From an optimization exercise on the open Yosys and OpenROAD flow, aimed at small area and a short achievable clock period; shortcuts taken in it are not production practice. The RTL was checked by simulation tests, not by an equivalence proof against the original design. Power figures rest on the tool's default switching activity, not on a simulated workload.

==> flow/config.mk <==
export PLATFORM = sky130hd
export DESIGN_NAME = fadd_sub
export DESIGN_NICKNAME = fadd_sub
export VERILOG_FILES = /design/flow/design.v
export SDC_FILE = /design/flow/constraint.sdc
export NUM_CORES = 4
export LEC_CHECK = 0
export ABC_AREA = 1
export CAP_MARGIN = 20
export CORE_MARGIN = 2
export CORE_UTILIZATION = 40
export SLEW_MARGIN = 20
==> flow/constraint.sdc <==
create_clock -name core_clock -period 12.0 [get_ports {clk_i}]
set_input_delay 2.4000 -clock core_clock [delete_from_list [all_inputs] [get_ports {clk_i}]]
set_output_delay 2.4000 -clock core_clock [all_outputs]
set_load 0.01 [all_outputs]
==> flow/design.v <==
module fadd_sub(
  input  logic        clk_i,
  input  logic [31:0] operand_a,
  input  logic [31:0] operand_b,
  output logic [31:0] result_o
);
  wire        sa = operand_a[31], sb = operand_b[31];
  wire [7:0]  fa = operand_a[30:23], fb = operand_b[30:23];
  wire        za = (fa == 8'd0), zb = (fb == 8'd0);    
  wire [7:0]  ea1 = {fa[7:1], fa[0] | za};             
  wire [7:0]  eb1 = {fb[7:1], fb[0] | zb};
  wire [23:0] ma = {~za, operand_a[22:0]};
  wire [23:0] mb = {~zb, operand_b[22:0]};
  wire [7:0]  ea = {fa[7:1], fa[0] | (za & (operand_a[22:0] != 23'd0))};
  wire [7:0]  eb = {fb[7:1], fb[0] | (zb & (operand_b[22:0] != 23'd0))};
  wire [7:0]  xp = fa ^ ~fb;
  wire [7:0]  xg = fa & ~fb;
  wire eg0 = xg[1] | (xp[1] & xg[0]);
  wire ep0 = xp[1] & xp[0];
  wire eg1 = xg[3] | (xp[3] & xg[2]);
  wire ep1 = xp[3] & xp[2];
  wire eg2 = xg[5] | (xp[5] & xg[4]);
  wire ep2 = xp[5] & xp[4];
  wire eg3 = xg[7] | (xp[7] & xg[6]);
  wire ep3 = xp[7] & xp[6];
  wire eg4 = xg[2] | (xp[2] & eg0);
  wire ep4 = xp[2] & ep0;
  wire eg5 = eg1 | (ep1 & eg0);
  wire ep5 = ep1 & ep0;
  wire eg6 = xg[6] | (xp[6] & eg2);
  wire ep6 = xp[6] & ep2;
  wire eg7 = eg3 | (ep3 & eg2);
  wire ep7 = ep3 & ep2;
  wire eg8 = xg[4] | (xp[4] & eg5);
  wire ep8 = xp[4] & ep5;
  wire eg9 = eg2 | (ep2 & eg5);
  wire ep9 = ep2 & ep5;
  wire eg10 = eg6 | (ep6 & eg5);
  wire ep10 = ep6 & ep5;
  wire eg11 = eg7 | (ep7 & eg5);
  wire ep11 = ep7 & ep5;
  wire [7:0]  gE = {eg11, eg10, eg9, eg8, eg5, eg4, eg0, xg[0]};
  wire [7:0]  pE;
  assign pE[0] = xp[0];
  assign pE[1] = pE[0] & xp[1];
  assign pE[2] = pE[1] & xp[2];
  assign pE[3] = pE[2] & xp[3];
  assign pE[4] = pE[3] & xp[4];
  assign pE[5] = pE[4] & xp[5];
  assign pE[6] = pE[5] & xp[6];
  assign pE[7] = pE[6] & xp[7];
  wire        a_exp_gt = gE[7];               
  wire        exp_eq = pE[7];                 
  wire [7:0]  d;                              
  wire        corr = za ^ zb;
  assign d[0] = a_exp_gt ? (xp[0] ^ ~corr) : ~(xp[0] ^ corr);
  assign d[1] = a_exp_gt ? (xp[1] ^ (gE[0] | (pE[0] & ~corr))) : ~(xp[1] ^ (gE[0] | (pE[0] & corr)));
  assign d[2] = a_exp_gt ? (xp[2] ^ (gE[1] | (pE[1] & ~corr))) : ~(xp[2] ^ (gE[1] | (pE[1] & corr)));
  assign d[3] = a_exp_gt ? (xp[3] ^ (gE[2] | (pE[2] & ~corr))) : ~(xp[3] ^ (gE[2] | (pE[2] & corr)));
  assign d[4] = a_exp_gt ? (xp[4] ^ (gE[3] | (pE[3] & ~corr))) : ~(xp[4] ^ (gE[3] | (pE[3] & corr)));
  assign d[5] = a_exp_gt ? (xp[5] ^ (gE[4] | (pE[4] & ~corr))) : ~(xp[5] ^ (gE[4] | (pE[4] & corr)));
  assign d[6] = a_exp_gt ? (xp[6] ^ (gE[5] | (pE[5] & ~corr))) : ~(xp[6] ^ (gE[5] | (pE[5] & corr)));
  assign d[7] = a_exp_gt ? (xp[7] ^ (gE[6] | (pE[6] & ~corr))) : ~(xp[7] ^ (gE[6] | (pE[6] & corr)));
  wire [23:0] ma_s = ma, mb_s = mb;
  wire        a_gt_b = a_exp_gt | (exp_eq & (operand_a[22:0] > operand_b[22:0]));
  wire        zero = (d[7:5] != 3'd0);                      
  wire        sub = sa ^ sb;
  wire [23:0] m_big   = a_gt_b ? ma : mb;
  wire [23:0] m_small = a_gt_b ? mb_s : ma_s;
  wire [23:0] sh1 = d[0] ? {1'b0, m_small[23:1]} : m_small;
  wire [23:0] sh2 = d[1] ? {2'b0, sh1[23:2]} : sh1;
  wire [23:0] sh4 = d[2] ? {4'b0, sh2[23:4]} : sh2;
  wire [23:0] sh8 = d[3] ? {8'b0, sh4[23:8]} : sh4;
  wire [23:0] sh16 = d[4] ? {16'b0, sh8[23:16]} : sh8;
  wire [23:0] y = (zero ? 24'd0 : sh16) ^ {24{sub}};
  logic        r_sign, r_sub;
  logic [7:0]  r_exp;
  logic [23:0] r_x, r_y;
  always_ff @(posedge clk_i) begin
    r_sign <= a_gt_b ? sa : sb;
    r_sub  <= sub;
    r_exp  <= a_gt_b ? ea : eb;
    r_x    <= m_big;
    r_y    <= y;
  end
  wire [24:0] p = {r_x ^ r_y, 1'b0};
  wire [24:0] g = {r_x & r_y, r_sub};
  wire [24:0] s;    
  wire cg12 = g[1] | (p[1] & g[0]);
  wire cp12 = p[1] & p[0];
  wire cg13 = g[3] | (p[3] & g[2]);
  wire cp13 = p[3] & p[2];
  wire cg14 = g[5] | (p[5] & g[4]);
  wire cp14 = p[5] & p[4];
  wire cg15 = g[7] | (p[7] & g[6]);
  wire cp15 = p[7] & p[6];
  wire cg16 = g[9] | (p[9] & g[8]);
  wire cp16 = p[9] & p[8];
  wire cg17 = g[11] | (p[11] & g[10]);
  wire cp17 = p[11] & p[10];
  wire cg18 = g[13] | (p[13] & g[12]);
  wire cp18 = p[13] & p[12];
  wire cg19 = g[15] | (p[15] & g[14]);
  wire cp19 = p[15] & p[14];
  wire cg20 = g[17] | (p[17] & g[16]);
  wire cp20 = p[17] & p[16];
  wire cg21 = g[19] | (p[19] & g[18]);
  wire cp21 = p[19] & p[18];
  wire cg22 = g[21] | (p[21] & g[20]);
  wire cp22 = p[21] & p[20];
  wire cg23 = g[23] | (p[23] & g[22]);
  wire cp23 = p[23] & p[22];
  wire cg24 = g[2] | (p[2] & cg12);
  wire cp24 = p[2] & cp12;
  wire cg25 = cg13 | (cp13 & cg12);
  wire cp25 = cp13 & cp12;
  wire cg26 = g[6] | (p[6] & cg14);
  wire cp26 = p[6] & cp14;
  wire cg27 = cg15 | (cp15 & cg14);
  wire cp27 = cp15 & cp14;
  wire cg28 = g[10] | (p[10] & cg16);
  wire cp28 = p[10] & cp16;
  wire cg29 = cg17 | (cp17 & cg16);
  wire cp29 = cp17 & cp16;
  wire cg30 = g[14] | (p[14] & cg18);
  wire cp30 = p[14] & cp18;
  wire cg31 = cg19 | (cp19 & cg18);
  wire cp31 = cp19 & cp18;
  wire cg32 = g[18] | (p[18] & cg20);
  wire cp32 = p[18] & cp20;
  wire cg33 = cg21 | (cp21 & cg20);
  wire cp33 = cp21 & cp20;
  wire cg34 = g[22] | (p[22] & cg22);
  wire cp34 = p[22] & cp22;
  wire cg35 = cg23 | (cp23 & cg22);
  wire cp35 = cp23 & cp22;
  wire cg36 = g[4] | (p[4] & cg25);
  wire cp36 = p[4] & cp25;
  wire cg37 = cg14 | (cp14 & cg25);
  wire cp37 = cp14 & cp25;
  wire cg38 = cg26 | (cp26 & cg25);
  wire cp38 = cp26 & cp25;
  wire cg39 = cg27 | (cp27 & cg25);
  wire cp39 = cp27 & cp25;
  wire cg40 = g[12] | (p[12] & cg29);
  wire cp40 = p[12] & cp29;
  wire cg41 = cg18 | (cp18 & cg29);
  wire cp41 = cp18 & cp29;
  wire cg42 = cg30 | (cp30 & cg29);
  wire cp42 = cp30 & cp29;
  wire cg43 = cg31 | (cp31 & cg29);
  wire cp43 = cp31 & cp29;
  wire cg44 = g[20] | (p[20] & cg33);
  wire cp44 = p[20] & cp33;
  wire cg45 = cg22 | (cp22 & cg33);
  wire cp45 = cp22 & cp33;
  wire cg46 = cg34 | (cp34 & cg33);
  wire cp46 = cp34 & cp33;
  wire cg47 = cg35 | (cp35 & cg33);
  wire cp47 = cp35 & cp33;
  wire cg48 = g[8] | (p[8] & cg39);
  wire cp48 = p[8] & cp39;
  wire cg49 = cg16 | (cp16 & cg39);
  wire cp49 = cp16 & cp39;
  wire cg50 = cg28 | (cp28 & cg39);
  wire cp50 = cp28 & cp39;
  wire cg51 = cg29 | (cp29 & cg39);
  wire cp51 = cp29 & cp39;
  wire cg52 = cg40 | (cp40 & cg39);
  wire cp52 = cp40 & cp39;
  wire cg53 = cg41 | (cp41 & cg39);
  wire cp53 = cp41 & cp39;
  wire cg54 = cg42 | (cp42 & cg39);
  wire cp54 = cp42 & cp39;
  wire cg55 = cg43 | (cp43 & cg39);
  wire cp55 = cp43 & cp39;
  wire cg56 = g[24] | (p[24] & cg47);
  wire cp56 = p[24] & cp47;
  wire cg57 = g[16] | (p[16] & cg55);
  wire cp57 = p[16] & cp55;
  wire cg58 = cg20 | (cp20 & cg55);
  wire cp58 = cp20 & cp55;
  wire cg59 = cg32 | (cp32 & cg55);
  wire cp59 = cp32 & cp55;
  wire cg60 = cg33 | (cp33 & cg55);
  wire cp60 = cp33 & cp55;
  wire cg61 = cg44 | (cp44 & cg55);
  wire cp61 = cp44 & cp55;
  wire cg62 = cg45 | (cp45 & cg55);
  wire cp62 = cp45 & cp55;
  wire cg63 = cg46 | (cp46 & cg55);
  wire cp63 = cp46 & cp55;
  wire cg64 = cg47 | (cp47 & cg55);
  wire cp64 = cp47 & cp55;
  wire cg65 = cg56 | (cp56 & cg55);
  wire cp65 = cp56 & cp55;
  assign s[0] = p[1] ^ g[0];
  assign s[1] = p[2] ^ cg12;
  assign s[2] = p[3] ^ cg24;
  assign s[3] = p[4] ^ cg25;
  assign s[4] = p[5] ^ cg36;
  assign s[5] = p[6] ^ cg37;
  assign s[6] = p[7] ^ cg38;
  assign s[7] = p[8] ^ cg39;
  assign s[8] = p[9] ^ cg48;
  assign s[9] = p[10] ^ cg49;
  assign s[10] = p[11] ^ cg50;
  assign s[11] = p[12] ^ cg51;
  assign s[12] = p[13] ^ cg52;
  assign s[13] = p[14] ^ cg53;
  assign s[14] = p[15] ^ cg54;
  assign s[15] = p[16] ^ cg55;
  assign s[16] = p[17] ^ cg57;
  assign s[17] = p[18] ^ cg58;
  assign s[18] = p[19] ^ cg59;
  assign s[19] = p[20] ^ cg60;
  assign s[20] = p[21] ^ cg61;
  assign s[21] = p[22] ^ cg62;
  assign s[22] = p[23] ^ cg63;
  assign s[23] = p[24] ^ cg64;
  assign s[24] = cg65;
  wire        norm = s[24] & ~r_sub;    
  assign result_o = {r_sign,
                     norm ? r_exp + 8'd1 : r_exp,
                     norm ? s[23:1] : s[22:0]};
endmodule
==> flow/flow/run.sh <==
#!/bin/bash
# Own layout flow: the standard ORFS flow (standard.sh), with these changes:
#  - ports are buffered with sky130_fd_sc_hd__buf_1 (which repair may upsize)
#    instead of the clkdlybuf4s50_1 that buffer_ports picks by default;
#  - repair_timing aims for a setup slack margin of MARGIN ns (flow/margin);
#  - if flow/abc.script exists, synthesis is the standard synthesis script
#    with that ABC script for the combinational mapping (flow/my_synth.tcl);
#    flip-flops are mapped before ABC runs, so registers are unchanged;
#  - any extra ORFS variables listed in flow/env (KEY=VALUE lines).
# Every tool's output goes to the ORFS logs under orfs/logs, and make's own
# output to standard.log in this folder.
set -euo pipefail
MARGIN=$(cat flow/margin 2>/dev/null || echo 5)
export BUFFER_PORTS_ARGS="-buffer_cell sky130_fd_sc_hd__buf_1"
if [[ -f flow/env ]]; then set -a; source flow/env; set +a; fi
EXTRA=()
if [[ -f flow/abc.script ]]; then
  export MY_ABC_SCRIPT="$PWD/flow/abc.script"
  EXTRA+=("SYNTH_SCRIPT=$PWD/flow/my_synth.tcl")
fi
bash standard.sh "${EXTRA[@]}" SETUP_SLACK_MARGIN=$MARGIN finish > standard.log 2>&1
==> flow/flow/abc.script <==
strash
dch
map -B 0.9 -D 4000
topo
stime -c
buffer -c
upsize -c -D 4000
dnsize -c -D 4000
==> flow/flow/env <==
CTS_ARGS="-sink_clustering_enable -repair_clock_nets -dont_use_dummy_load -buf_list sky130_fd_sc_hd__clkbuf_8"
==> flow/flow/margin <==
6.6
==> flow/flow/my_synth.tcl <==
# The standard synthesis script (synth_recipe.tcl), except that Yosys's abc
# step runs the ABC script named by MY_ABC_SCRIPT instead of ORFS's.
proc synth {args} { yosys synth -nofsm -noshare {*}$args }
proc abc {args} {
  set i [lsearch -exact $args -script]
  if {$i >= 0 && [info exists ::env(MY_ABC_SCRIPT)] && $::env(MY_ABC_SCRIPT) ne ""} {
    lset args [expr {$i + 1}] $::env(MY_ABC_SCRIPT)
  }
  yosys abc {*}$args
}
source $::env(SCRIPTS_DIR)/synth.tcl
# left out here: clear keep_hierarchy, flatten, clean up, hide names made inside functions, write 1_2_yosys.v
==> flow/standard.sh <==
#!/bin/bash
# synth_recipe.tcl (not shown) runs the flow's synth.tcl, then flattens the netlist and writes it again
# the make line also repeats each setting of config.mk as NAME=value (left out here)
make -C /OpenROAD-flow-scripts/flow DESIGN_CONFIG=/design/flow/config.mk WORK_HOME=/design/flow/orfs CLKGATE_MAP_FILE= SYNTH_SCRIPT=/design/flow/synth_recipe.tcl "${@:-finish}"
==> qor.yml, run 1 <==
syn_area_per_cell_um2: 6.310
routedWlPerCell_um: 14.88
combPwrFrac: 0.682
critPathLaunchType: "register"
power_density_nw_per_um2: 153.2
ys_ff_latch: 58
holdBufCountCts: 0
synth.distinct_cells: 28
io_buffers: 96
cts.sinks: 58
coreArea_um2: 14370
cp_common_cell: "buf_6"
hp-class: "in2reg"
synthCells: 919
io_pins: 97
min_period_ns: 5.450
design.die.area_um2: 15480
syn_area_um2: 5799
hp-start: "operand_a[31]"
final_area_um2: 7579
drc: 0
path_clk_slew_ns: 0.06
internal-power_mw: 0.6206
crit_chain: "clkinvlp_4 > fa_2 > inv_2 > buf_4 > buf_6 > buf_6 > buf_6 > buf_6 > buf_6 > buf_6 > buf_6 > buf_6 > buf_6 > buf_6 > buf_6 > fa_2 > xor2_2 > nand2_1 > o21ai_2 > buf_2"
ir_drop_mv: 0.05506
holdWs_ns: 2.350
critical_path_required_ns: 9.60
htree_levels: 3
critPathMaxFanout: 2
viasPerCell: 5.187
num_vias: 6411
antenna_cells: 0
drt-initial-drc-count: 435
yosysSeqAreaShare: 0.2002
seqPwrFrac: 0.210
setup_violations: 0
worst-slew-pin-transition_ns: 0.8474
fin_crit_sh: 0.4542
clockPowerShare: 0.108
worst_path_max_delay_cell: "fa_2"
fin_ws_ns: 6.550
sw_frac_of_total: 0.4653
multi_input_area_um2: 4562
drtAntennaViolNets: 0
crit_type: "reg2out"
hold_violations: 0
syn_to_final_growth_pct: 30.68
power.switching_mw: 0.5401
place_area_um2: 6276
leakagePower_nw: 3.620
syn_nets: 1046
fmax_ghz: 0.1835
cts_root_buffer: "clkbuf_8"
start_util: 0.4036
grt-ovfl-total: 0
synth_warnings: 1
critPathMaxStageDelay_ns: 0.36
grt_pass1_vias: 5704
tns_ns: 0
die_y_um: 124.4
register_area_um2: 1167
fp.dieW_um: 124.4
dr.pass1.iters: 5
grt_pass1_wl_um: 28490
rsz0062_at_grt: "yes"
outcome: "timing/DRC/antenna clean"
arrival_ns: 3.05
final-max-slew-violation-count: 0
gp_congestion: 0.8548
end_kind: "primary output"
worstHoldEndpoint: "r_sign"
layout-drive-gt1-share: 0.1835
place_hpwl_um: 12900
max-slew-margin-rel: 0.4344
hold_depth: 2
clk_path_buf_depth: 2
grt.total_usage: 0.2247
antenna_found_initial: 0
cts_tree: "yes"
layout.nets: 1181
maxCapViolations: 0
num_rows: 44
dpl_worst_slack_ns: 5.005
grt_max_degree: 53
fillerInstances: 1452
cts_buffers: 9
routed_wirelength_um: 18390
## cells by family (layout without fill, tap and decap cells)
family                   after synthesis  in the layout  synth area share
buffers and inverters                145            271           0.09450
AND/OR/NAND/NOR                      448            455            0.3387
adder cells (fa/ha/maj)               62             62            0.1428
AO/OA/AOI/OAI                        151            151            0.1398
flip-flops                            58             58            0.2002
XOR/XNOR                              52             52           0.07853
multiplexers                           3              3          0.005394
## repair_timing
action / 4_1_cts / 5_1_grt
gates resized for setup: 104 / 85
pin swaps: 23 / 29
buffers inserted: 37 / 15
endpoints found under the setup margin: 71 / 55
cloned: 7 / 6
## through the flow
stage	utilization	power, mW	cells
floorplan	-	0.6689	919
global placement	0.4368	0.8153	1162
detailed placement	0.4368	0.8180	1162
CTS	0.4956	1.071	1215
global route	0.5274	1.262	1236
finish	0.5274	1.161	1236
## cells in the final DEF (no fill, tap or decap), drive strengths merged, types with 14 or more instances in the layout
cell / synthesis / layout
nand2: 228 / 234
inv: 100 / 100
ha: 55 / 55
dfxtp: 58 / 58
nor2: 25 / 26
nand3: 159 / 159
buf: 4 / 151
o21ai: 82 / 82
nand4: 14 / 14
o211ai: 15 / 15
a21oi: 47 / 47
xor2: 45 / 45
## worst max-delay path by stage
stage / startpoint / slack (ns) / endpoint / depth (start not counted)
finish: r_sub / 6.55 / result_o[2] / 20
CTS: r_sub / 6.49 / result_o[29] / 18
floorplan: r_x[2] / 6.63 / result_o[10] / 17
global route: r_sub / 6.41 / result_o[27] / 19
detailed placement: r_x[2] / 5.01 / result_o[3] / 16
global placement: r_x[2] / 5.07 / result_o[0] / 16
## per-layer routing
metal / vias up / share of wire / track usage
met1: 2894 / 0.48 / 0.3216
met3: 12 / 0.039 / 0.02062
met4: 0 / 0.011 / 0.05618
met2: 153 / 0.47 / 0.3642
li1: 3352 / - / -
met5: - / 0 / 0
## area by class of cell
| cell class | count | share of cell area |
|---|---|---|
| Multi-Input combinational cell | 723 | 0.6019 |
| Sequential cell | 58 | 0.1540 |
| Timing Repair Buffer | 154 | 0.1346 |
| Inverter | 103 | 0.05531 |
| Tap cell | 184 | 0.03038 |
| Clock buffer | 9 | 0.01634 |
| Timing Repair inverter | 5 | 0.007429 |
## power groups by stage
stage	Sequential, mW	Clock (mW)	Combinational [mW]
final	0.244	0.125	0.792
after global routing	0.247	0.137	0.877
after CTS	0.243	0.130	0.698
after detailed placement	0.245	0	0.573
after global placement	0.244	0	0.572
after floorplan	0.240	0	0.429
## worst max-delay path, delay by kind of cell, from the launching register on
family,cells,cell delay (ns)
compound gates,1,0.06
fa+ha+maj,2,0.56
flops,1,0.32
buf+inv,15,1.51
simple gates,1,0.08
xor+xnor,1,0.18
## sequential cells by signal, indices dropped and copies added (netlist names)
signal  flops
r_y        24
r_sub       1
r_x        24
r_sign      1
r_exp       8
## synth_stat cells
cell / n / share of area
nor2_1: 25 / 0.016
xnor2_1: 7 / 0.011
nand4_1: 14 / 0.015
o211ai_1: 15 / 0.019
nor3_1: 8 / 0.0069
fa_1: 7 / 0.024
clkbuf_1: 38 / 0.025
a21o_1: 1 / 0.0013
buf_1: 3 / 0.0019
inv_2: 1 / 0.00065
ha_1: 55 / 0.12
nand3b_1: 3 / 0.0039
buf_4: 1 / 0.0013
mux2_2: 1 / 0.0019
a21boi_0: 2 / 0.0026
o31ai_1: 1 / 0.0013
dfxtp_1: 58 / 0.20
xor2_1: 45 / 0.068
inv_1: 99 / 0.064
mux2i_1: 2 / 0.0035
a21oi_1: 47 / 0.041
nand3_1: 159 / 0.14
o21ai_0: 82 / 0.071
and2_1: 1 / 0.0011
nor4_1: 10 / 0.011
clkinv_1: 3 / 0.0019
nand2_1: 228 / 0.15
o21bai_1: 3 / 0.0039
==> run 2: changes to the inputs <==
==> flow/flow/margin (replaced) <==
6.2
==> run 2 against run 1 <==
Routed wire length is 11% lower. Sequential power is 2% lower. Die area unchanged. Sequential share of layout area up 1.9 points. Non-clock buffer count is 44 lower. Cell area is 12% lower. Worst hold slack better by 0.014 ns. Critical path type unchanged. Largest cell class unchanged.
==> qor.yml, run 2 <==
outcome: "timing/DRC/antenna clean"  # unchanged
power_density_nw_per_um2: 145.4  # was 153.2 nW/µm²
die_y_um: 124.4  # unchanged
critical_path_required_ns: 9.60  # about the same
start_util: 0.4036  # unchanged
synth.distinct_cells: 28  # unchanged
place_area_um2: 6276  # unchanged
crit_type: "reg2out"  # unchanged
num_vias: 6064  # was 6411
syn_nets: 1046  # unchanged
grt_pass1_wl_um: 25860  # was 28490 µm
clk_path_buf_depth: 2  # unchanged
final_cells: 1186  # was 1236
cts_root_buffer: "clkbuf_8"  # unchanged
antenna_cells: 0  # unchanged
end_kind: "primary output"  # unchanged
holdWs_ns: 2.365  # was 2.350 ns
grt.total_usage: 0.2010  # was 0.2247
setup_violations: 0  # unchanged
syn_area_per_cell_um2: 6.310  # unchanged
layout_common_cells: "nand2_1, nand3_1, inv_1"  # unchanged
arrival_ns: 3.19  # was 3.05 ns
synth_warnings: 1  # unchanged
critPathLaunchType: "register"  # unchanged
layout.nets: 1131  # was 1181
path_clk_slew_ns: 0.06  # about the same
tns_ns: 0  # unchanged
drc: 0  # unchanged
layout-drive-gt1-share: 0.06387  # was 0.1835
cp_common_cell: "nand2_1"  # was buf_6
crit_chain: "inv_2 > fa_1 > inv_1 > nand3_1 > nand2_1 > nand2_1 > nand2_1 > nand2_1 > a21oi_4 > a21oi_2 > o21ai_2 > a21boi_2 > o21ai_2 > a21o_2 > nand2_8 > nor2_1 > xor2_1 > clkbuf_2"  # was clkinvlp_4 > fa_2 > inv_2 > buf_4 > buf_6 > buf_6 > buf_6 > buf_6 > buf_6 > buf_6 > buf_6 > buf_6 > buf_6 > buf_6 > buf_6 > fa_2 > xor2_2 > nand2_1 > o21ai_2 > buf_2
htree_levels: 3  # unchanged
maxCapViolations: 0  # unchanged
synth_edf_count: 0  # unchanged
hp-class: "in2reg"  # unchanged
drtAntennaViolNets: 0  # unchanged
yosysSeqAreaShare: 0.2002  # unchanged
yosysTopAreaCell: "dfxtp_1"  # unchanged
async_flop_share: 0  # unchanged
min_period_ns: 5.592  # was 5.450 ns
hp-start: "operand_b[31]"  # was operand_a[31]
dr.pass1.iters: 5  # unchanged
final-max-slew-violation-count: 0  # unchanged
place_hpwl_um: 12810  # was 12900 µm
max-slew-margin-rel: 0.4369  # was 0.4344
routed_wirelength_um: 16370  # was 18390 µm
num_rows: 44  # unchanged
coreArea_um2: 14370  # unchanged
utilization: 0.4666  # was 0.5274
viasPerCell: 5.113  # was 5.187
crit_start: "r_sub"  # unchanged
synth_area_leaders: "dfxtp_1, nand2_1, nand3_1, ha_1, o21ai_0"  # unchanged
fmax_ghz: 0.1788  # was 0.1835 GHz
placed_cells: 1162  # unchanged
syn_area_um2: 5799  # unchanged
synth-main-ff-cell: "dfxtp_1"  # unchanged
grt_max_degree: 53  # unchanged
crit_buf_inv: 3  # was 15
worst_path_max_delay_cell: "fa_1"  # was fa_2
leakagePower_nw: 3.203  # was 3.620 nW
cts_buffers: 9  # unchanged
final_common_cell: "nand2_1"  # unchanged
power_mw: 0.9747  # was 1.161 mW
synth_most_common_cell: "nand2_1"  # unchanged
io_pins: 97  # unchanged
fin_ws_ns: 6.408  # was 6.550 ns
drt-initial-drc-count: 397  # was 435
critPathMaxFanout: 15  # was 2
rsz0062_at_grt: "yes"  # unchanged
cts.sinks: 58  # unchanged
fin_crit_sh: 0.4660  # was 0.4542
ys_ff_latch: 58  # unchanged
design.die.area_um2: 15480  # unchanged
crit_family: "compound AO/OA/AOI/OAI gates"  # was buffers and inverters
synthCells: 919  # unchanged
yosysTopAreaCellShare: 0.2002  # unchanged
syn_to_final_growth_pct: 15.60  # was 30.68%
hold_depth: 2  # unchanged
critPathMaxStageDelay_ns: 0.42  # was 0.36 ns
ir_drop_mv: 0.04473  # was 0.05506 mV
io_buffers: 96  # unchanged
worstHoldEndpoint: "r_sign"  # unchanged
hold_violations: 0  # unchanged
fp.dieW_um: 124.4  # unchanged
antenna_found_initial: 0  # unchanged
dpl_worst_slack_ns: 4.939  # was 5.005 ns
netlist_top_cells_count: "nand2_1, nand3_1, inv_1, o21ai_0, dfxtp_1"  # unchanged
top_regs: "r_x x24, r_y x24, r_exp x8"  # unchanged
holdBufCountCts: 0  # unchanged
cts_tree: "yes"  # unchanged
grt-ovfl-total: 0  # unchanged
worst-slew-pin-transition_ns: 0.8437  # was 0.8474 ns
routedWlPerCell_um: 13.80  # was 14.88 µm
grt_pass1_vias: 5290  # was 5704
gp_congestion: 0.8421  # was 0.8548
final_area_um2: 6704  # was 7579 µm²
run 2: area by class of cell:
| type | instances | area [µm²] |
|---|---|---|
| tap | 184 | 230.2 |
| timing repair inverter | 3 | 21.27 |
| inverter | 103 | 411.6 |
| sequential | 58 | 1161 |
| clock buffer | 9 | 123.9 |
| timing repair buffer | 110 | 506.7 |
| fill | 1558 | 7665 |
| multi-input combinational | 719 | 4249 |
run 2: logic make-up (layout without fill, tap and decap cells):
group                      count (synthesis)  count (layout)  synth area share
adders and majority gates                 62              62            0.1428
xor gates and xnor gates                  52              52           0.07853
DFF                                       58              58            0.2002
and+or+nand+nor                          448             451            0.3387
AOI/OAI and AO/OA                        151             151            0.1398
buffers and inverters                    145             225           0.09450
muxes                                      3               3          0.005394
run 2: routing by layer:
metal | part of all wire | wire length [µm] | GRT usage
met1 | 0.51 | 8388 | 0.3011
met2 | 0.43 | 7101 | 0.3083
met5 | 0 | 0 | 0
met4 | 0.013 | 214 | 0.04296
met3 | 0.040 | 660 | 0.02491
run 2: worst max path at each step:
stage,cells after the start,to
finish,18,result_o[26]
global route,18,result_o[27]
CTS,18,result_o[27]
detailed placement,16,result_o[3]
global placement,16,result_o[0]
floorplan,18,result_o[10]
run 2: power by group:
group | total, mW | switching (mW) | internal, mW
combinational | 0.611 | 0.393 | 0.218
sequential | 0.240 | 0.0153 | 0.225
clock | 0.124 | 0.0576 | 0.0661
run 2: what timing repair did:
item                                   in CTS  in global routing
endpoints found under the hold margin       0                  0
pin swaps                                   4                  5
cloned                                      2                  4
setup endpoints to repair                  55                 55
gates resized for setup                    27                 29
setup buffers                               3                  6
==> run 3: changes to the inputs <==
==> flow/flow/margin (replaced) <==
6.4
==> run 3 against run 2 <==
Fmax is 4.2% higher. Clock-buffer cell count unchanged. Largest power group unchanged. Critical path type unchanged. Area after synthesis is the same. Core utilization up 1.2 points.
==> qor.yml, run 3 <==
outcome: "timing/DRC/antenna clean"  # unchanged
arrival_ns: 2.97  # was 3.19 ns
yosysTopAreaCellShare: 0.2002  # unchanged
fin_crit_sh: 0.4473  # was 0.4660
critical_path_required_ns: 9.60  # about the same
place_hpwl_um: 12810  # unchanged
rsz0062_at_grt: "yes"  # unchanged
antenna_found_initial: 0  # unchanged
async_flop_share: 0  # unchanged
internal-power_mw: 0.5213  # was 0.5091 mW
yosysSeqAreaShare: 0.2002  # unchanged
worst-slew-pin-transition_ns: 0.8459  # was 0.8437 ns
final_cells: 1196  # was 1186
start_util: 0.4036  # unchanged
top_regs: "r_x x24, r_y x24, r_exp x8"  # unchanged
final-max-slew-violation-count: 0  # unchanged
utilization: 0.4784  # was 0.4666
min_period_ns: 5.367  # was 5.592 ns
maxCapViolations: 0  # unchanged
fillerInstances: 1567  # was 1558
syn_nets: 1046  # unchanged
fin_ws_ns: 6.633  # was 6.408 ns
seqPwrFrac: 0.242  # was 0.247
placed_cells: 1162  # unchanged
layout_common_cells: "nand2_1, nand3_1, inv_1"  # unchanged
synth_edf_count: 0  # unchanged
end_kind: "primary output"  # unchanged
syn_to_final_growth_pct: 18.53  # was 15.60%
synth_area_leaders: "dfxtp_1, nand2_1, nand3_1, ha_1, o21ai_0"  # unchanged
num_vias: 6107  # was 6064
synth_most_common_cell: "nand2_1"  # unchanged
crit_type: "reg2out"  # unchanged
die_y_um: 124.4  # unchanged
dr.pass1.iters: 5  # unchanged
ir_drop_mv: 0.04439  # was 0.04473 mV
synth.distinct_cells: 28  # unchanged
cts.sinks: 58  # unchanged
grt.total_usage: 0.2041  # was 0.2010
htree_levels: 3  # unchanged
syn_area_per_cell_um2: 6.310  # unchanged
power.switching_mw: 0.4737  # was 0.4656 mW
setup_violations: 0  # unchanged
endpoint: "result_o[22]"  # was result_o[26]
cts_root_buffer: "clkbuf_8"  # unchanged
viasPerCell: 5.106  # was 5.113
design.die.area_um2: 15480  # unchanged
crit_start: "r_x[2]"  # was r_sub
final_common_cell: "nand2_1"  # unchanged
clk_path_buf_depth: 2  # unchanged
routedWlPerCell_um: 13.89  # was 13.80 µm
power_density_nw_per_um2: 144.7  # was 145.4 nW/µm²
netlist_top_cells_count: "nand2_1, nand3_1, inv_1, o21ai_0, dfxtp_1"  # unchanged
grt_pass1_vias: 5361  # was 5290
place_area_um2: 6276  # unchanged
sw_frac_of_total: 0.4761  # was 0.4777
dpl_worst_slack_ns: 4.939  # unchanged
io_buffers: 96  # unchanged
routed_wirelength_um: 16610  # was 16370 µm
gp_congestion: 0.8421  # unchanged
path_clk_slew_ns: 0.06  # about the same
layout-drive-gt1-share: 0.08103  # was 0.06387
critPathLaunchType: "register"  # unchanged
num_rows: 44  # unchanged
clockPowerShare: 0.124  # was 0.127
cts_buffers: 9  # unchanged
drt-initial-drc-count: 416  # was 397
grt_pass1_wl_um: 26190  # was 25860 µm
hp-class: "in2reg"  # unchanged
holdWs_ns: 2.365  # about the same
leakagePower_nw: 3.267  # was 3.203 nW
yosysTopAreaCell: "dfxtp_1"  # unchanged
antenna_cells: 0  # unchanged
grt-ovfl-total: 0  # unchanged
layout.nets: 1141  # was 1131
max-slew-margin-rel: 0.4355  # was 0.4369
syn_area_um2: 5799  # unchanged
drtAntennaViolNets: 0  # unchanged
synthCells: 919  # unchanged
holdBufCountCts: 0  # unchanged
fmax_ghz: 0.1863  # was 0.1788 GHz
fp.dieW_um: 124.4  # unchanged
power_mw: 0.9950  # was 0.9747 mW
tns_ns: 0  # unchanged
combPwrFrac: 0.634  # was 0.626
cts_tree: "yes"  # unchanged
drc: 0  # unchanged
io_pins: 97  # unchanged
synth-main-ff-cell: "dfxtp_1"  # unchanged
critPathMaxFanout: 13  # was 15
synth_warnings: 1  # unchanged
final_area_um2: 6874  # was 6704 µm²
coreArea_um2: 14370  # unchanged
grt_max_degree: 53  # unchanged
hold_violations: 0  # unchanged
ys_ff_latch: 58  # unchanged
run 3: power by group through the flow:
stage	Combinational (mW)	Clock, mW	Sequential [mW]
final	0.631	0.124	0.241
after global routing	0.716	0.136	0.244
after CTS	0.607	0.127	0.241
after detailed placement	0.570	0	0.244
after global placement	0.569	0	0.244
after floorplan	0.426	0	0.240
run 3: area by class of cell:
cell class	count	area, µm²	share of cell area
clock buffers	9	123.9	0.01802
inverters	103	420.4	0.06116
multi-input cells	721	4307	0.6265
flip-flops and latches	58	1162	0.1691
well taps	184	230.2	0.03349
repair buffers	118	609.3	0.08864
repair inverters	3	21.27	0.003094
run 3: critical path: stages, from the launching register on:
cell      delay (ns)
dfxtp_1         0.30
ha_1            0.33
a21oi_1         0.18
nand2_2         0.08
nand2_1         0.07
nand2_2         0.07
nand2_2         0.08
a21oi_4         0.06
a21oi_2         0.18
o21ai_2         0.09
a21boi_2        0.24
o21ai_2         0.10
a21o_4          0.23
nand2_8         0.14
clkinv_4        0.13
o21ai_0         0.18
buf_1           0.16
run 3: timing repair:
action                     4_1_cts  5_1_grt
gates resized for setup         48       24
gates cloned                     4        4
setup endpoints to repair       71       55
setup buffers                    7       10
pin swaps                        8       12
run 3: logic make-up after synthesis:
group	share of synthesized area
buf+inv	0.09450
xor+xnor	0.07853
fa+ha+maj	0.1428
flops	0.2002
mux	0.005394
compound gates	0.1398
simple gates	0.3387
run 3: how the worst min path moves through the flow:
| stage | cells after the start | to | start |
|---|---|---|---|
| after global placement | 2 | r_sign | operand_a[31] |
| final | 2 | r_sign | operand_b[31] |
| after global routing | 2 | r_sign | operand_b[31] |
| after CTS | 2 | r_sign | operand_b[31] |
| after detailed placement | 2 | r_sign | operand_a[31] |
| after floorplan | 2 | r_exp[1] | operand_a[24] |
run 3: metal layers:
metal	GRT usage	up-vias	part of all wire
met5	0	-	0
li1	-	3267	-
met3	0.02491	15	0.040
met4	0.04296	0	0.015
met2	0.3192	127	0.43
met1	0.3012	2698	0.51
==> run 4: changes to the inputs <==
==> flow/flow/margin (replaced) <==
6.3
==> run 4 against run 3 <==
Still clean. Setup slack lost 0.11 ns. Sequential power barely moved. Area after synthesis did not move. Critical path depth rose by 2. Via count shrank 0.46%. Global-route usage fell by 0.084 points. First-iteration DRC count fell by 8.7%. Cell count down 0.59%. Sequential share of layout area is 0.24 points higher. Cell area down 1.4%. Die area unchanged. Critical endpoint is now result_o[26].
==> qor.yml, run 4 <==
htree_levels: 3  # unchanged
design.die.area_um2: 15480  # unchanged
syn_nets: 1046  # unchanged
synth_most_common_cell: "nand2_1"  # unchanged
hp-class: "in2reg"  # unchanged
layout.nets: 1134  # was 1141
grt_max_degree: 53  # unchanged
crit_type: "reg2out"  # unchanged
placed_cells: 1162  # unchanged
muxShareOfSynthArea: 0.005394  # unchanged
yosysTopAreaCell: "dfxtp_1"  # unchanged
worst-slew-pin-transition_ns: 0.8410  # was 0.8459 ns
arrival_ns: 3.07  # was 2.97 ns
cts_buffers: 9  # unchanged
fin_crit_sh: 0.4562  # was 0.4473
place_hpwl_um: 12810  # unchanged
final_cells: 1189  # was 1196
rsz0062_at_grt: "yes"  # unchanged
cts.sinks: 58  # unchanged
synth.distinct_cells: 28  # unchanged
final-max-slew-violation-count: 0  # unchanged
yosysSeqAreaShare: 0.2002  # unchanged
power_density_nw_per_um2: 145.1  # was 144.7 nW/µm²
hp-start: "operand_b[31]"  # unchanged
start_util: 0.4036  # unchanged
critical_path_required_ns: 9.60  # about the same
setup_violations: 0  # unchanged
tns_ns: 0  # unchanged
io_buffers: 96  # unchanged
synth_area_leaders: "dfxtp_1, nand2_1, nand3_1, ha_1, o21ai_0"  # unchanged
drt-initial-drc-count: 380  # was 416
leakagePower_nw: 3.222  # was 3.267 nW
holdBufCountCts: 0  # unchanged
critPathMaxFanout: 8  # was 13
syn_area_um2: 5799  # unchanged
ir_drop_mv: 0.04429  # was 0.04439 mV
coreArea_um2: 14370  # unchanged
viasPerCell: 5.113  # was 5.106
synth-compound-area-share: 0.1398  # unchanged
drtAntennaViolNets: 0  # unchanged
synth_top_family_by_area: "simple AND/OR/NAND/NOR gates"  # unchanged
routedWlPerCell_um: 13.80  # was 13.89 µm
layout_common_cells: "nand2_1, nand3_1, inv_1"  # unchanged
grt.total_usage: 0.2032  # was 0.2041
netlist_top_cells_count: "nand2_1, nand3_1, inv_1, o21ai_0, dfxtp_1"  # unchanged
fillerInstances: 1564  # was 1567
synth-main-ff-cell: "dfxtp_1"  # unchanged
outcome: "timing/DRC/antenna clean"  # unchanged
die_y_um: 124.4  # unchanged
antenna_found_initial: 0  # unchanged
crit_start: "r_sub"  # was r_x[2]
end_kind: "primary output"  # unchanged
syn_to_final_growth_pct: 16.89  # was 18.53%
dr.pass1.iters: 5  # unchanged
synth_fa_ha_area_frac: 0.1428  # unchanged
syn_area_per_cell_um2: 6.310  # unchanged
fmax_ghz: 0.1827  # was 0.1863 GHz
clk_path_buf_depth: 2  # unchanged
io_pins: 97  # unchanged
grt_pass1_wl_um: 26130  # was 26190 µm
ys_ff_latch: 58  # unchanged
grt_pass1_vias: 5352  # was 5361
layout-drive-gt1-share: 0.07164  # was 0.08103
synth_edf_count: 0  # unchanged
grt-ovfl-total: 0  # unchanged
synth_warnings: 1  # unchanged
async_flop_share: 0  # unchanged
maxCapViolations: 0  # unchanged
max-slew-margin-rel: 0.4387  # was 0.4355
power_mw: 0.9839  # was 0.9950 mW
num_vias: 6079  # was 6107
drc: 0  # unchanged
cts_root_buffer: "clkbuf_8"  # unchanged
min_period_ns: 5.475  # was 5.367 ns
top_regs: "r_x x24, r_y x24, r_exp x8"  # unchanged
cts_tree: "yes"  # unchanged
synth-xor-area-share: 0.07853  # unchanged
yosysTopAreaCellShare: 0.2002  # unchanged
synthCells: 919  # unchanged
gp_congestion: 0.8421  # unchanged
critPathLaunchType: "register"  # unchanged
yosys.area_share.simple: 0.3387  # unchanged
antenna_cells: 0  # unchanged
fp.dieW_um: 124.4  # unchanged
hold_violations: 0  # unchanged
final_common_cell: "nand2_1"  # unchanged
num_rows: 44  # unchanged
path_clk_slew_ns: 0.06  # about the same
routed_wirelength_um: 16410  # was 16610 µm
-- run 4: layer usage --
layer / global-route usage / wire length [µm] / up-vias
met5: 0 / 0 / -
met4: 0.04296 / 214 / 0
met3: 0.02491 / 721 / 14
met2: 0.3160 / 7196 / 148
met1: 0.3014 / 8278 / 2669
li1: - / - / 3248
-- run 4: critical path, cell delays in order (launching register included) --
cell and delay [ns]:
dfxtp_2 0.33, inv_4 0.08, fa_1 0.41, inv_1 0.09, nand3_1 0.06, nand2_1 0.10
nand2_1 0.07, nand2_2 0.08, nand2_1 0.09, a21oi_4 0.16, a21oi_2 0.10, o21ai_2 0.16
a21boi_2 0.11, o21ai_2 0.17, a21o_4 0.18, nand2_8 0.10, nor2_1 0.13, xor2_1 0.17
buf_2 0.15
-- run 4: worst paths after layout --
path                        to  slack, ns  depth (start not counted)
setup / recovery  result_o[26]       6.53                         18
hold / removal          r_sign       2.37                          2
-- run 4: report_power, final --
group          total (mW)  switching [mW]  internal, mW
Combinational       0.620           0.395         0.225
Sequential          0.241          0.0154         0.225
Clock               0.123          0.0574        0.0661
-- run 4: area by class of cell --
| type | count | area [µm²] | area share |
|---|---|---|---|
| Clock buffer | 9 | 123.9 | 0.01827 |
| Multi-Input combinational cell | 721 | 4285 | 0.6322 |
| Inverter | 103 | 415.4 | 0.06128 |
| Timing Repair Buffer | 111 | 540.5 | 0.07973 |
| Timing Repair inverter | 3 | 21.27 | 0.003138 |
| Tap cell | 184 | 230.2 | 0.03396 |
| Sequential cell | 58 | 1162 | 0.1715 |
-- run 4: through the flow --
stage	area (µm²)	utilization	hold slack (ns)	worst slack, ns
after floorplan	5799	-	2.513	6.405
after global placement	6276	0.4368	2.679	5.041
after detailed placement	6276	0.4368	2.698	4.939
after CTS	6600	0.4593	2.357	6.299
after global routing	6779	0.4718	2.369	6.262
final	6779	0.4718	2.365	6.525
-- run 4: kinds of logic after synthesis --
logic type | Yosys count
XOR/XNOR | 52
multiplexers | 3
AND/OR/NAND/NOR | 448
adder cells (fa/ha/maj) | 62
flip-flops | 58
buffers and inverters | 145
AO/OA/AOI/OAI | 151
-- run 4: what timing repair did --
| action | CTS | global route |
|---|---|---|
| hold endpoints to repair | 0 | 0 |
| pin swaps | 5 | 9 |
| gates cloned | 4 | 4 |
| setup buffers | 4 | 6 |
| resized for setup | 43 | 23 |
| setup endpoints to repair | 66 | 55 |
==> run 5: changes to the inputs <==
==> flow/flow/abc.script (replaced) <==
strash
dch -f
map -B 0.9 -D 4000
mfs2
topo
stime -c
buffer -c
upsize -c -D 4000
dnsize -c -D 4000
==> run 5 against run 4 <==
The run now fails in synthesis (1_2_yosys).
==> qor.yml, run 5 <==
lastStage: "synthesis (1_2_yosys)"
synth_warnings: 1  # unchanged
outcome: "aborted with a tool error"  # was timing/DRC/antenna clean
tool.error: "ERROR: ABC script did not complete successfully"
==> run 6: changes to the inputs <==
==> flow/flow/abc.script (replaced) <==
strash
dch
map -B 0.9 -D 4000
topo
stime -c
buffer -c
upsize -c -D 4000
dnsize -c -D 4000
==> flow/flow/env (replaced) <==
CTS_ARGS="-sink_clustering_enable -repair_clock_nets -dont_use_dummy_load -buf_list sky130_fd_sc_hd__clkbuf_8"
ADDER_MAP_FILE=
==> run 6 against run 5 <==
The run now finishes clean.
==> qor.yml, run 6 <==
outcome: "timing/DRC/antenna clean"  # was aborted with a tool error
drt-initial-drc-count: 595
synth_fa_ha_area_frac: 0
coreArea_um2: 14370
die_y_um: 124.6
max-slew-margin-rel: 0.4657
synth_most_common_cell: "nand2_1"
synth_warnings: 1  # unchanged
antenna_found_initial: 1
end_kind: "primary output"
combPwrFrac: 0.619
sw_frac_of_total: 0.4943
gp_congestion: 0.9824
io_buffers: 96
grt-ovfl-total: 0
synth.distinct_cells: 34
top_regs: "r_x x24, r_y x24, r_exp x8"
internal-power_mw: 0.4994
syn_area_per_cell_um2: 5.445
critical_path_required_ns: 9.60
final-max-slew-violation-count: 0
rsz0062_at_grt: "no"
start_util: 0.4047
power.switching_mw: 0.4881
layout-drive-gt1-share: 0.05440
path_clk_slew_ns: 0.06
dr.pass1.iters: 7
power_density_nw_per_um2: 147.8
grt_pass1_wl_um: 32090
synth-xor-area-share: 0.09187
min_period_ns: 5.505
synthCells: 1068
grt.total_usage: 0.2549
multi_input_area_um2: 4141
drc: 0
synth-main-ff-cell: "dfxtp_1"
final_common_cell: "nand2_1"
async_flop_share: 0
crit_type: "reg2out"
critPathLaunchType: "register"
yosys.area_share.simple: 0.4748
fillerInstances: 1609
synth-compound-area-share: 0.1211
muxShareOfSynthArea: 0.005379
cts_buffers: 9
syn_nets: 1133
place_hpwl_um: 15840
maxCapViolations: 0
clk_path_buf_depth: 2
critPathMaxFanout: 11
tns_ns: 0
synth_top_family_by_area: "simple AND/OR/NAND/NOR gates"
cts.sinks: 58
yosysSeqAreaShare: 0.1997
holdBufCountCts: 0
leakagePower_nw: 3.284
arrival_ns: 3.10
setup_violations: 0
grt_max_degree: 83
routed_wirelength_um: 20170
antenna_cells: 0
holdWs_ns: 2.347
synth_area_leaders: "dfxtp_1, nand2_1, nand3_1, nor2_1, inv_1"
syn_to_final_growth_pct: 14.89
cts_root_buffer: "clkbuf_8"
fin_crit_sh: 0.4587
grt_pass1_vias: 6348
layout_common_cells: "nand2_1, nand3_1, nor2_1"
layout.nets: 1225
fmax_ghz: 0.1817
cts_tree: "yes"
seqPwrFrac: 0.250
num_rows: 44
yosysTopAreaCell: "dfxtp_1"
register_area_um2: 1161
ir_drop_mv: 0.05267
viasPerCell: 5.235
synth_edf_count: 0
htree_levels: 3
fp.dieW_um: 124.6
yosysTopAreaCellShare: 0.1997
routedWlPerCell_um: 15.03
design.die.area_um2: 15520
hp-class: "in2reg"
worst-slew-pin-transition_ns: 0.8005
ys_ff_latch: 58
hold_violations: 0
num_vias: 7026
netlist_top_cells_count: "nand2_1, nand3_1, nor2_1, inv_1, o21ai_0"
drtAntennaViolNets: 0
syn_area_um2: 5816
clockPowerShare: 0.132
io_pins: 97
[run 6: metal layers]
layer  global-route usage  vias up  share of wire
li1                     -     3632              -
met1               0.3551     3105           0.47
met2               0.3995      259           0.44
met3              0.05326       30          0.070
met4              0.06874        0          0.021
met5                    0        -              0
[run 6: cell type report]
class | count | share of cell area
clock buffer | 9 | 0.01854
inverter | 129 | 0.07491
multi-input combinational | 846 | 0.6198
sequential | 58 | 0.1738
tap | 184 | 0.03446
timing repair buffer | 113 | 0.07509
timing repair inverter | 3 | 0.003371
[run 6: cell families (layout without fill, tap and decap cells)]
| family | Yosys count | in the layout |
|---|---|---|
| AND/OR/NAND/NOR | 650 | 651 |
| multiplexers | 3 | 3 |
| XOR/XNOR | 61 | 61 |
| AO/OA/AOI/OAI | 131 | 131 |
| flip-flops | 58 | 58 |
| buffers and inverters | 165 | 254 |
[run 6: path summary, 6_finish.rpt]
path	from	to	slack, ns	cells past startpoint
worst max-delay path	r_y[0]	result_o[20]	6.50	16
worst min-delay path	operand_a[31]	r_sign	2.35	2
[run 6: metrics by stage]
stage                     setup WS (ns)  cell area (µm²)  utilization  total power, mW  std cells
after floorplan                   6.749             5816            -           0.6539       1068
after global placement            5.259             6306       0.4389           0.8074       1316
after global routing              6.242             6681       0.4650            1.079       1342
final                             6.495             6681       0.4650           0.9874       1342
after CTS                         6.333             6579       0.4579           0.9651       1334
after detailed placement          5.206             6306       0.4389           0.8093       1316
[run 6: critical path, stage by stage, from the launching register on]
cell        delay (ns)
dfxtp_1           0.39
nand2_1           0.10
a21boi_2          0.19
o21ai_2           0.20
o21bai_2          0.11
o21ai_2           0.18
nand2_1           0.09
nand2_2           0.12
a21oi_4           0.10
o21bai_4          0.21
nand3_1           0.09
o211ai_1          0.16
nand2_4           0.17
clkinvlp_4        0.11
buf_4             0.17
mux2i_1           0.21
buf_1             0.17
[run 6: repair_timing]
| action | CTS | global route |
|---|---|---|
| setup endpoints to repair | 55 | 55 |
| setup buffers | 5 | 8 |
| pin swaps | 2 | 6 |
| cloned | 4 | 0 |
| gates resized for setup | 28 | 16 |
[run 6: power by group through the flow]
stage,combinational [mW],sequential [mW],clock (mW)
floorplan,0.412,0.242,0
global placement,0.557,0.250,0
detailed placement,0.559,0.250,0
CTS,0.585,0.246,0.134
global route,0.688,0.249,0.142
finish,0.611,0.246,0.130
==> run 7: changes to the inputs <==
==> flow/flow/env (replaced) <==
CTS_ARGS="-sink_clustering_enable -repair_clock_nets -dont_use_dummy_load -buf_list sky130_fd_sc_hd__clkbuf_8"
--- a/flow/config.mk
+++ b/flow/config.mk
@@ -10,3 +10,4 @@
 export CORE_MARGIN = 2
 export CORE_UTILIZATION = 40
 export SLEW_MARGIN = 20
+export TNS_END_PERCENT = 0
==> run 7 against run 6 <==
Core utilization grew 0.48 points. Cell count shrank 11%. Clock power shrank 5%. Flip-flop and latch count is the same. Critical endpoint is now result_o[21]. Critical path type unchanged. Global-route usage shrank 5.3 points. Highest routed layer unchanged. Synthesized cell count shrank 14%. Clock-buffer cell count is the same.
==> qor.yml, run 7 <==
synth-main-ff-cell: "dfxtp_1"  # unchanged
synth_area_leaders: "dfxtp_1, nand2_1, nand3_1, ha_1, o21ai_0"  # was dfxtp_1, nand2_1, nand3_1, nor2_1, inv_1
crit_family: "compound AO/OA/AOI/OAI gates"  # unchanged
htree_levels: 3  # unchanged
syn_area_per_cell_um2: 6.310  # was 5.445 µm²
num_rows: 44  # unchanged
cts_buffers: 9  # unchanged
final_cells: 1189  # was 1342
ys_ff_latch: 58  # unchanged
routed_wirelength_um: 16400  # was 20170 µm
layout-drive-gt1-share: 0.06667  # was 0.05440
gp_congestion: 0.8421  # was 0.9824
arrival_ns: 3.13  # was 3.10 ns
io_pins: 97  # unchanged
grt_max_degree: 53  # was 83
critPathMaxFanout: 4  # was 11
grt_use_met3: 0.02491  # was 0.05326
outcome: "timing/DRC/antenna clean"  # unchanged
final-max-slew-violation-count: 0  # unchanged
drc: 0  # unchanged
fin_crit_sh: 0.4612  # was 0.4587
clk_path_buf_depth: 2  # unchanged
endpoint: "result_o[21]"  # was result_o[20]
fp.dieW_um: 124.4  # was 124.6 µm
crit_chain: "inv_4 > fa_1 > inv_1 > nand3_1 > nand2_1 > nand2_1 > nand2_1 > nand2_1 > a21oi_4 > a21oi_2 > o21ai_2 > a21boi_2 > o21ai_0 > a21oi_1 > xor2_1 > mux2i_1 > buf_1"  # was nand2_1 > a21boi_2 > o21ai_2 > o21bai_2 > o21ai_2 > nand2_1 > nand2_2 > a21oi_4 > o21bai_4 > nand3_1 > o211ai_1 > nand2_4 > clkinvlp_4 > buf_4 > mux2i_1 > buf_1
critPathLaunchType: "register"  # unchanged
syn_to_final_growth_pct: 16.40  # was 14.89%
antenna_cells: 0  # unchanged
synth_most_common_cell: "nand2_1"  # unchanged
dpl_worst_slack_ns: 4.939  # was 5.206 ns
cp_common_cell: "nand2_1"
routedWlPerCell_um: 13.79  # was 15.03 µm
grt_util_met1: 0.3008  # was 0.3551
rsz0062_at_grt: "yes"  # was no
fin_ws_ns: 6.465  # was 6.495 ns
layout.nets: 1134  # was 1225
synth.distinct_cells: 28  # was 34
leakagePower_nw: 3.215  # was 3.284 nW
synth_edf_count: 0  # unchanged
cp.depth: 17  # was 16
io_buffers: 96  # unchanged
grt_pass1_wl_um: 25970  # was 32090 µm
grt-busiest-layer: "met2"  # unchanged
yosysTopAreaCell: "dfxtp_1"  # unchanged
fmax_ghz: 0.1807  # was 0.1817 GHz
cts_tree: "yes"  # unchanged
top_regs: "r_x x24, r_y x24, r_exp x8"  # unchanged
final_common_cell: "nand2_1"  # unchanged
ir_drop_mv: 0.04473  # was 0.05267 mV
syn_nets: 1046  # was 1133
critical_path_required_ns: 9.60  # about the same
crit_start: "r_sub"  # was r_y[0]
grt.total_usage: 0.2020  # was 0.2549
die_y_um: 124.4  # was 124.6 µm
syn_area_um2: 5799  # was 5816 µm²
holdBufCountCts: 0  # unchanged
num_vias: 6031  # was 7026
netlist_top_cells_count: "nand2_1, nand3_1, inv_1, o21ai_0, dfxtp_1"  # was nand2_1, nand3_1, nor2_1, inv_1, o21ai_0
crit_type: "reg2out"  # unchanged
viasPerCell: 5.072  # was 5.235
setup_violations: 0  # unchanged
end_kind: "primary output"  # unchanged
critPathMaxStageDelay_ns: 0.41  # was 0.39 ns
coreArea_um2: 14370  # unchanged
synthCells: 919  # was 1068
placed_cells: 1162  # was 1316
power_density_nw_per_um2: 145.1  # was 147.8 nW/µm²
tns_ns: 0  # unchanged
synth_warnings: 1  # unchanged
dr.pass1.iters: 5  # was 7
hp-class: "in2reg"  # unchanged
yosysSeqAreaShare: 0.2002  # was 0.1997
hold_violations: 0  # unchanged
path_clk_slew_ns: 0.06  # about the same
grt_pass1_vias: 5308  # was 6348
cts.sinks: 58  # unchanged
cts_root_buffer: "clkbuf_8"  # unchanged
min_period_ns: 5.535  # was 5.505 ns
grt-ovfl-total: 0  # unchanged
async_flop_share: 0  # unchanged
worst_path_max_delay_cell: "fa_1"  # was dfxtp_1
drtAntennaViolNets: 0  # unchanged
antenna_found_initial: 0  # was 1
yosysTopAreaCellShare: 0.2002  # was 0.1997
crit_buf_inv: 3  # unchanged
design.die.area_um2: 15480  # was 15520 µm²
start_util: 0.4036  # was 0.4047
worst-slew-pin-transition_ns: 0.8428  # was 0.8005 ns
drt-initial-drc-count: 436  # was 595
max-slew-margin-rel: 0.4375  # was 0.4657
place_hpwl_um: 12810  # was 15840 µm
layout_common_cells: "nand2_1, nand3_1, inv_1"  # was nand2_1, nand3_1, nor2_1
grt_util_met2: 0.3121  # was 0.3995
maxCapViolations: 0  # unchanged
## run 7: cell types whose count changed after synthesis, sizes merged, moves of 3 or more
cell	delta
nor2	-116
nand2	-56
ha	+55
nand3	-27
inv	-26
a21oi	+16
o211ai	+12
xnor2	-12
clkbuf	+8
fa	+7
nor4	+5
or2	-4
xor2	+3
## run 7: logic make-up after synthesis
family / after synthesis / share of synthesized area
fa+ha+maj: 62 / 0.1428
compound gates: 151 / 0.1398
xor+xnor: 52 / 0.07853
buf+inv: 145 / 0.09450
mux: 3 / 0.005394
simple gates: 448 / 0.3387
flops: 58 / 0.2002
## run 7: metrics by stage
stage	cell area, µm²	hold WS [ns]	util	power [mW]
after floorplan	5799	2.513	-	0.6654
after global placement	6276	2.679	0.4368	0.8124
after detailed placement	6276	2.698	0.4368	0.8139
after CTS	6565	2.357	0.4569	0.9640
after global routing	6750	2.369	0.4698	1.082
final	6750	2.366	0.4698	0.9795
## run 7: final cells by class
type                    instances  area [µm²]
fillers                      1561        7619
multi-input cells             720        4260
repair inverters                3       21.27
clock buffers                   9       123.9
inverters                     103       415.4
well taps                     184       230.2
repair buffers                112       538.0
flip-flops and latches         58        1161
## run 7: power by group
part / total (mW) / leakage, nW / switching, mW / internal [mW]
Sequential: 0.241 / 0.489 / 0.0155 / 0.225
Clock: 0.124 / 0.0647 / 0.0576 / 0.0661
Combinational: 0.615 / 2.66 / 0.393 / 0.222
Total: 0.979 / 3.21 / 0.466 / 0.513
## run 7: timing repair
item,CTS,global route
gates resized for setup,40,17
cloned,3,4
endpoints found under the setup margin,66,55
setup buffers,3,8
pin swaps,5,9
## run 7: how the worst min path moves through the flow
stage	startpoint	to	slack (ns)	cells after the start
after global routing	operand_b[31]	r_sign	2.37	2
after global placement	operand_a[31]	r_sign	2.68	2
after CTS	operand_b[31]	r_sign	2.36	2
after floorplan	operand_a[24]	r_exp[1]	2.51	2
after detailed placement	operand_a[31]	r_sign	2.70	2
final	operand_b[31]	r_sign	2.37	2
## run 7: routing by layer
layer,routed length (µm),vias to the layer above,part of all wire
met2,7193,132,0.44
met3,634,13,0.039
met4,214,0,0.013
met5,0,-,0
met1,8357,2638,0.51
li1,-,3248,-
==> run 8: changes to the inputs <==
--- a/flow/config.mk
+++ b/flow/config.mk
@@ -9,5 +9,5 @@
 export CAP_MARGIN = 20
 export CORE_MARGIN = 2
 export CORE_UTILIZATION = 40
+export PLACE_DENSITY = 0.8
 export SLEW_MARGIN = 20
-export TNS_END_PERCENT = 0
==> run 8 against run 7 <==
Still clean on timing, DRC and antenna. Clock-buffer cell count stayed put. Total power is 3.6% higher. Clock power hardly changed. Routed wire length is 3.5% higher. Worst hold slack better by 0.0036 ns. Cell area is 1.8% higher. Flip-flop and latch count stayed put. First-iteration DRC count is 8.9% higher. Core utilization is 0.85 points higher. Synthesized cell count stayed put. Critical path type unchanged. Critical endpoint is now result_o[25].
==> qor.yml, run 8 <==
path_clk_slew_ns: 0.06  # about the same
final-max-slew-violation-count: 0  # unchanged
drt-initial-drc-count: 475  # was 436
grt_max_degree: 93  # was 53
maxCapViolations: 0  # unchanged
outcome: "timing/DRC/antenna clean"  # unchanged
start_util: 0.4036  # unchanged
synth.distinct_cells: 28  # unchanged
leakagePower_nw: 3.273  # was 3.215 nW
top_regs: "r_x x24, r_y x24, r_exp x8"  # unchanged
routed_wirelength_um: 16980  # was 16400 µm
antenna_found_initial: 0  # unchanged
cp_common_cell: "nand2_1"  # unchanged
synth_most_common_cell: "nand2_1"  # unchanged
grt.total_usage: 0.2093  # was 0.2020
crit_chain: "clkinvlp_4 > fa_2 > inv_2 > nand3_1 > nand2_2 > nand2_1 > nand2_2 > nand2_1 > a21oi_2 > a21oi_2 > o21ai_2 > a21boi_2 > o21ai_2 > a21o_4 > nand2_8 > clkinv_8 > nand2_1 > xnor2_1 > buf_2"  # was inv_4 > fa_1 > inv_1 > nand3_1 > nand2_1 > nand2_1 > nand2_1 > nand2_1 > a21oi_4 > a21oi_2 > o21ai_2 > a21boi_2 > o21ai_0 > a21oi_1 > xor2_1 > mux2i_1 > buf_1
place_hpwl_um: 12850  # was 12810 µm
hp-class: "in2reg"  # unchanged
yosysSeqAreaShare: 0.2002  # unchanged
min_period_ns: 5.515  # was 5.535 ns
htree_levels: 3  # unchanged
netlist_top_cells_count: "nand2_1, nand3_1, inv_1, o21ai_0, dfxtp_1"  # unchanged
viasPerCell: 5.294  # was 5.072
grt-ovfl-total: 0  # unchanged
end_kind: "primary output"  # unchanged
grt_pass1_vias: 5563  # was 5308
layout_common_cells: "nand2_1, nand3_1, inv_1"  # unchanged
worst_path_max_delay_cell: "fa_2"  # was fa_1
fp.dieW_um: 124.4  # unchanged
antenna_cells: 0  # unchanged
syn_nets: 1046  # unchanged
num_vias: 6311  # was 6031
design.die.area_um2: 15480  # unchanged
grt_pass1_wl_um: 26870  # was 25970 µm
cts_tree: "yes"  # unchanged
utilization: 0.4783  # was 0.4698
rsz0062_at_grt: "yes"  # unchanged
crit_type: "reg2out"  # unchanged
hold_depth: 3  # was 2
io_buffers: 96  # unchanged
async_flop_share: 0  # unchanged
synth_warnings: 1  # unchanged
syn_area_um2: 5799  # unchanged
power_density_nw_per_um2: 147.7  # was 145.1 nW/µm²
fillerInstances: 1438  # was 1561
max-slew-margin-rel: 0.3125  # was 0.4375
arrival_ns: 3.12  # was 3.13 ns
ys_ff_latch: 58  # unchanged
fin_crit_sh: 0.4596  # was 0.4612
io_pins: 97  # unchanged
hold_violations: 0  # unchanged
synthCells: 919  # unchanged
drtAntennaViolNets: 0  # unchanged
synth-main-ff-cell: "dfxtp_1"  # unchanged
drc: 0  # unchanged
yosysTopAreaCellShare: 0.2002  # unchanged
ir_drop_mv: 0.06582  # was 0.04473 mV
critPathMaxStageDelay_ns: 0.39  # was 0.41 ns
yosysTopAreaCell: "dfxtp_1"  # unchanged
cts.sinks: 58  # unchanged
layout.nets: 1137  # was 1134
worst-slew-pin-transition_ns: 1.028  # was 0.8428 ns
coreArea_um2: 14370  # unchanged
critical_path_required_ns: 9.60  # about the same
num_rows: 44  # unchanged
clk_path_buf_depth: 2  # unchanged
critPathLaunchType: "register"  # unchanged
fmax_ghz: 0.1813  # was 0.1807 GHz
routedWlPerCell_um: 14.24  # was 13.79 µm
dr.pass1.iters: 6  # was 5
syn_area_per_cell_um2: 6.310  # unchanged
die_y_um: 124.4  # unchanged
tns_ns: 0  # unchanged
gp_congestion: 0.9174  # was 0.8421
final_common_cell: "nand2_1"  # unchanged
multi_input_area_um2: 4300  # was 4260 µm²
cts_root_buffer: "clkbuf_8"  # unchanged
register_area_um2: 1162  # was 1161 µm²
synth_area_leaders: "dfxtp_1, nand2_1, nand3_1, ha_1, o21ai_0"  # unchanged
syn_to_final_growth_pct: 18.51  # was 16.40%
layout-drive-gt1-share: 0.08829  # was 0.06667
critPathMaxFanout: 8  # was 4
synth_edf_count: 0  # unchanged
setup_violations: 0  # unchanged
cts_buffers: 9  # unchanged
-- run 8: kinds of logic after synthesis --
logic type	after synthesis	synth area share
buffers and inverters	145	0.09450
multiplexers	3	0.005394
flip-flops	58	0.2002
AND/OR/NAND/NOR	448	0.3387
AO/OA/AOI/OAI	151	0.1398
XOR/XNOR	52	0.07853
adder cells (fa/ha/maj)	62	0.1428
-- run 8: path summary, 6_finish.rpt --
path	startpoint	end	slack, ns
setup / recovery	r_sub	result_o[25]	6.48
hold / removal	operand_a[29]	r_exp[6]	2.37
-- run 8: worst max-delay path: cells and delay by family, from the launching register on --
family / cells / cell delay [ns]
compound gates: 6 / 0.90
xor+xnor: 1 / 0.15
fa+ha+maj: 1 / 0.39
buf+inv: 4 / 0.42
flops: 1 / 0.34
simple gates: 7 / 0.58
-- run 8: area by class of cell --
| class | instances | share of cell area |
|---|---|---|
| repair inverters | 4 | 0.006008 |
| inverters | 103 | 0.06062 |
| repair buffers | 115 | 0.08702 |
| clock buffers | 9 | 0.01802 |
| flip-flops and latches | 58 | 0.1691 |
| well taps | 184 | 0.03350 |
| multi-input cells | 719 | 0.6257 |
-- run 8: report_power, final --
group | switching, mW | internal (mW) | total, mW
clock | 0.0583 | 0.0660 | 0.124
sequential | 0.0161 | 0.225 | 0.241
combinational | 0.411 | 0.239 | 0.649
total | 0.485 | 0.530 | 1.01
-- run 8: metrics by stage --
step | setup WS (ns) | power (mW) | std cells | cell area [µm²] | hold WS [ns]
finish | 6.485 | 1.015 | 1192 | 6873 | 2.369
global route | 6.261 | 1.115 | 1192 | 6873 | 2.401
CTS | 6.291 | 0.9900 | 1185 | 6673 | 2.355
detailed placement | 4.874 | 0.8160 | 1161 | 6269 | 2.686
global placement | 5.119 | 0.8059 | 1161 | 6269 | 2.675
floorplan | 6.405 | 0.6654 | 919 | 5799 | 2.513
-- run 8: layer usage --
layer / track usage / part of all wire
met2: 0.3436 / 0.45
met3: 0.03093 / 0.062
met4: 0.06609 / 0.024
met1: 0.2832 / 0.46
met5: 0 / 0
-- run 8: what timing repair did --
| action | CTS | global route |
|---|---|---|
| gates cloned | 5 | 4 |
| setup buffers | 10 | 3 |
| pin swaps | 8 | 8 |
| gates resized for setup | 50 | 34 |
| endpoints found under the hold margin | 0 | 0 |
| setup endpoints to repair | 55 | 55 |
| hold buffers | 0 | 0 |

## static timing again, ports no longer ideal
In the flow no input, the clock included, has a driving cell. The finished layouts below were timed again as built, in two steps.
Step 1, drivers: a clkbuf_16 drives clk_i and a buf_2 each remaining input, both assumed.
Step 2 moves the port delays by t, midway between the first and last clock arrival at a register: inputs arrive t later, outputs are due t later. That takes back most of the time a late clock gives input paths.
Three values: ideal, step 1, step 2; two values: the first two.
run | shift t [ns] | setup WS [ns] | worst data-port slew with drivers (ns)
run 1 | 0.353 | 6.550 / 6.517 / 6.461 | 0.05
run 2 | 0.348 | 6.408 / 6.375 / 6.237 | 0.04
run 3 | 0.348 | 6.633 / 6.599 / 6.331 | 0.04
run 4 | 0.347 | 6.525 / 6.492 / 6.265 | 0.04
run 6 | 0.367 | 6.495 / 6.459 / 6.183 | 0.05
run 7 | 0.346 | 6.465 / 6.432 / 6.267 | 0.04
run 8 | 0.348 | 6.485 / 6.454 / 6.287 | 0.05
After both steps every run listed still meets setup and hold. For run 6, which loses most, drivers alone change the setup slack by -0.036 ns; drivers and shift together by -0.312 ns.
